Background: an optimization exercise with open tools, aiming at small area, a short achievable clock period and few clock cycles. Do not read the settings as production practice. In this exercise RTL edits were held to simulation tests only and were not proved equivalent to the original. No activity file was given, so power comes from the tool's default toggle rates.

Design CNN, start of the top module:
module CNN(
    input                       clk,
    input                       rst_n,
    input                       in_valid,
    input      signed [15:0]    in_data,
    input                       opt,
    output reg                  out_valid,
    output reg signed [15:0]    out_data
);
reg [15:0] ring [0:35];
reg [15:0] kr0, kr1, kr2, kr3, kr4, kr5, kr6, kr7, kr8;
reg [6:0] cnt;           
reg       opt_r;
integer n;
always @(posedge clk) begin
    ring[0] <= (cnt < 7'd36) ? in_data : ring[35];
    for (n = 1; n < 36; n = n + 1) ring[n] <= ring[n-1];
    if (cnt == 7'd36) kr0 <= in_data;
    if (cnt == 7'd37) kr1 <= in_data;
    if (cnt == 7'd38) kr2 <= in_data;
    if (cnt == 7'd39) kr3 <= in_data;
    if (cnt == 7'd40) kr4 <= in_data;
    if (cnt == 7'd41) kr5 <= in_data;
    if (cnt == 7'd42) kr6 <= in_data;
    if (cnt == 7'd43) kr7 <= in_data;
    if (cnt == 7'd44) kr8 <= in_data;
end
always @(posedge clk or negedge rst_n) begin
    if (!rst_n) begin
        cnt <= 7'd0;
        opt_r <= 1'b0;
    end else begin
        if (cnt == 7'd0) begin
            if (in_valid) begin
                cnt <= 7'd1;
                opt_r <= opt;
            end
        end else if (cnt == 7'd68)
            cnt <= 7'd0;
        else
            cnt <= cnt + 7'd1;
    end
end
wire [15:0] tp0 = ring[0];
wire s1, c2;
xnr us1 (.a(~(tp0[0] & kr0[13])), .b(~(tp0[10] & kr0[3])), .y(s1));
orr uc2 (.a(~(tp0[0] & kr0[13])), .b(~(tp0[10] & kr0[3])), .y(c2));
wire s3, c4;
fa us3 (.a(~(tp0[0] & kr0[14])), .b(~(tp0[10] & kr0[4])), .c(~(tp0[11] & kr0[3])), .s(s3), .co(c4));
wire s5, c6;
xnr us5 (.a(~(tp0[12] & kr0[2])), .b(~(tp0[13] & kr0[1])), .y(s5));
  ...
For scale: about 4800 cells after synthesis, roughly 1100 flip-flops, roughly 37 I/O pins, about 0.059 sq mm of cells after synthesis.
Settings: LEC_CHECK=0, CAP_MARGIN=20, CORE_MARGIN=2, CORE_UTILIZATION=40, CTS_CLUSTER_DIAMETER=100, CTS_CLUSTER_SIZE=25, PLACE_DENSITY=0.6, SLEW_MARGIN=20, SYNTH_HIERARCHICAL=1, SYNTH_MINIMUM_KEEP_SIZE=0; clock period 14.0 ns.
standard.sh (not shown) runs the stock make flow with config.mk's settings and CLKGATE_MAP_FILE= SYNTH_SCRIPT=/design/flow/synth_recipe.tcl, a recipe that flattens the netlist after the stock synthesis.
==> flow/flow/run.sh <==
#!/bin/bash
# Standard ORFS layout, with faster port buffers and timing repair aimed
# below the clock period.
set -euo pipefail
bash standard.sh SETUP_SLACK_MARGIN=10 CTS_BUF_DISTANCE=120 "BUFFER_PORTS_ARGS=-buffer_cell sky130_fd_sc_hd__buf_2" finish > make.log 2>&1
Testbench counts at the start, summed over its fixed seeds: cycles 13,248.
Change:
--- a/flow/design.v
+++ b/flow/design.v
@@ -2792,18 +2792,18 @@
         pv0 <= 1'b0; pv1 <= 1'b0; pfirst <= 1'b0; plast <= 1'b0; pg <= 1'b0;
     end else begin
         pv0 <= fv && !g; pv1 <= fv && g; pfirst <= first; plast <= fv && last; pg <= g;
     end
 end
 reg signed [15:0] mx0, mx1;
-wire signed [15:0] mx = pg ? mx1 : mx0;
-wire signed [15:0] mxn = (pfirst || f > mx) ? f : mx;
+wire signed [15:0] n0 = (pfirst || f > mx0) ? f : mx0;
+wire signed [15:0] n1 = (pfirst || f > mx1) ? f : mx1;
 always @(posedge clk) begin
-    if (pv0) mx0 <= mxn;
-    if (pv1) mx1 <= mxn;
-    out_data <= mxn;
+    if (pv0) mx0 <= n0;
+    if (pv1) mx1 <= n1;
+    out_data <= pg ? n1 : n0;
 end
 always @(posedge clk or negedge rst_n) begin
     if (!rst_n) out_valid <= 1'b0;
     else out_valid <= plast;
 end
 endmodule
Result: Via count goes up slightly. Design area went up slightly. Die area went up slightly. Total power stays flat. Sequential share of layout area came out lower by 0.41 points. Clock power shrinks by a few percent.
Testbench counts after the change, summed over its fixed seeds: cycles 13,248.

[static timing again, ports no longer ideal]
The results above use ideal ports. As a check the final layouts listed here were re-extracted and re-timed, cells and wires unchanged.
Step 1, drivers: a clkbuf_16 drives clk and a buf_2 each remaining input, both assumed.
Step 2 also shifts input and output timing later by t, the mid clock arrival at the registers, as if the neighbouring blocks saw the same clock.
a / b / c = no drivers / after step 1 / after step 2; a / b = the first two.
run	t (ns)	setup WS [ns]	worst data-port slew with drivers (ns)	cell pins on the clock port's net
the first run	0.756	10.024 / 9.946 / 10.062	0.10	1
the second run	0.737	10.016 / 9.937 / 10.102	0.03	1
After both steps every run listed still meets setup and hold.
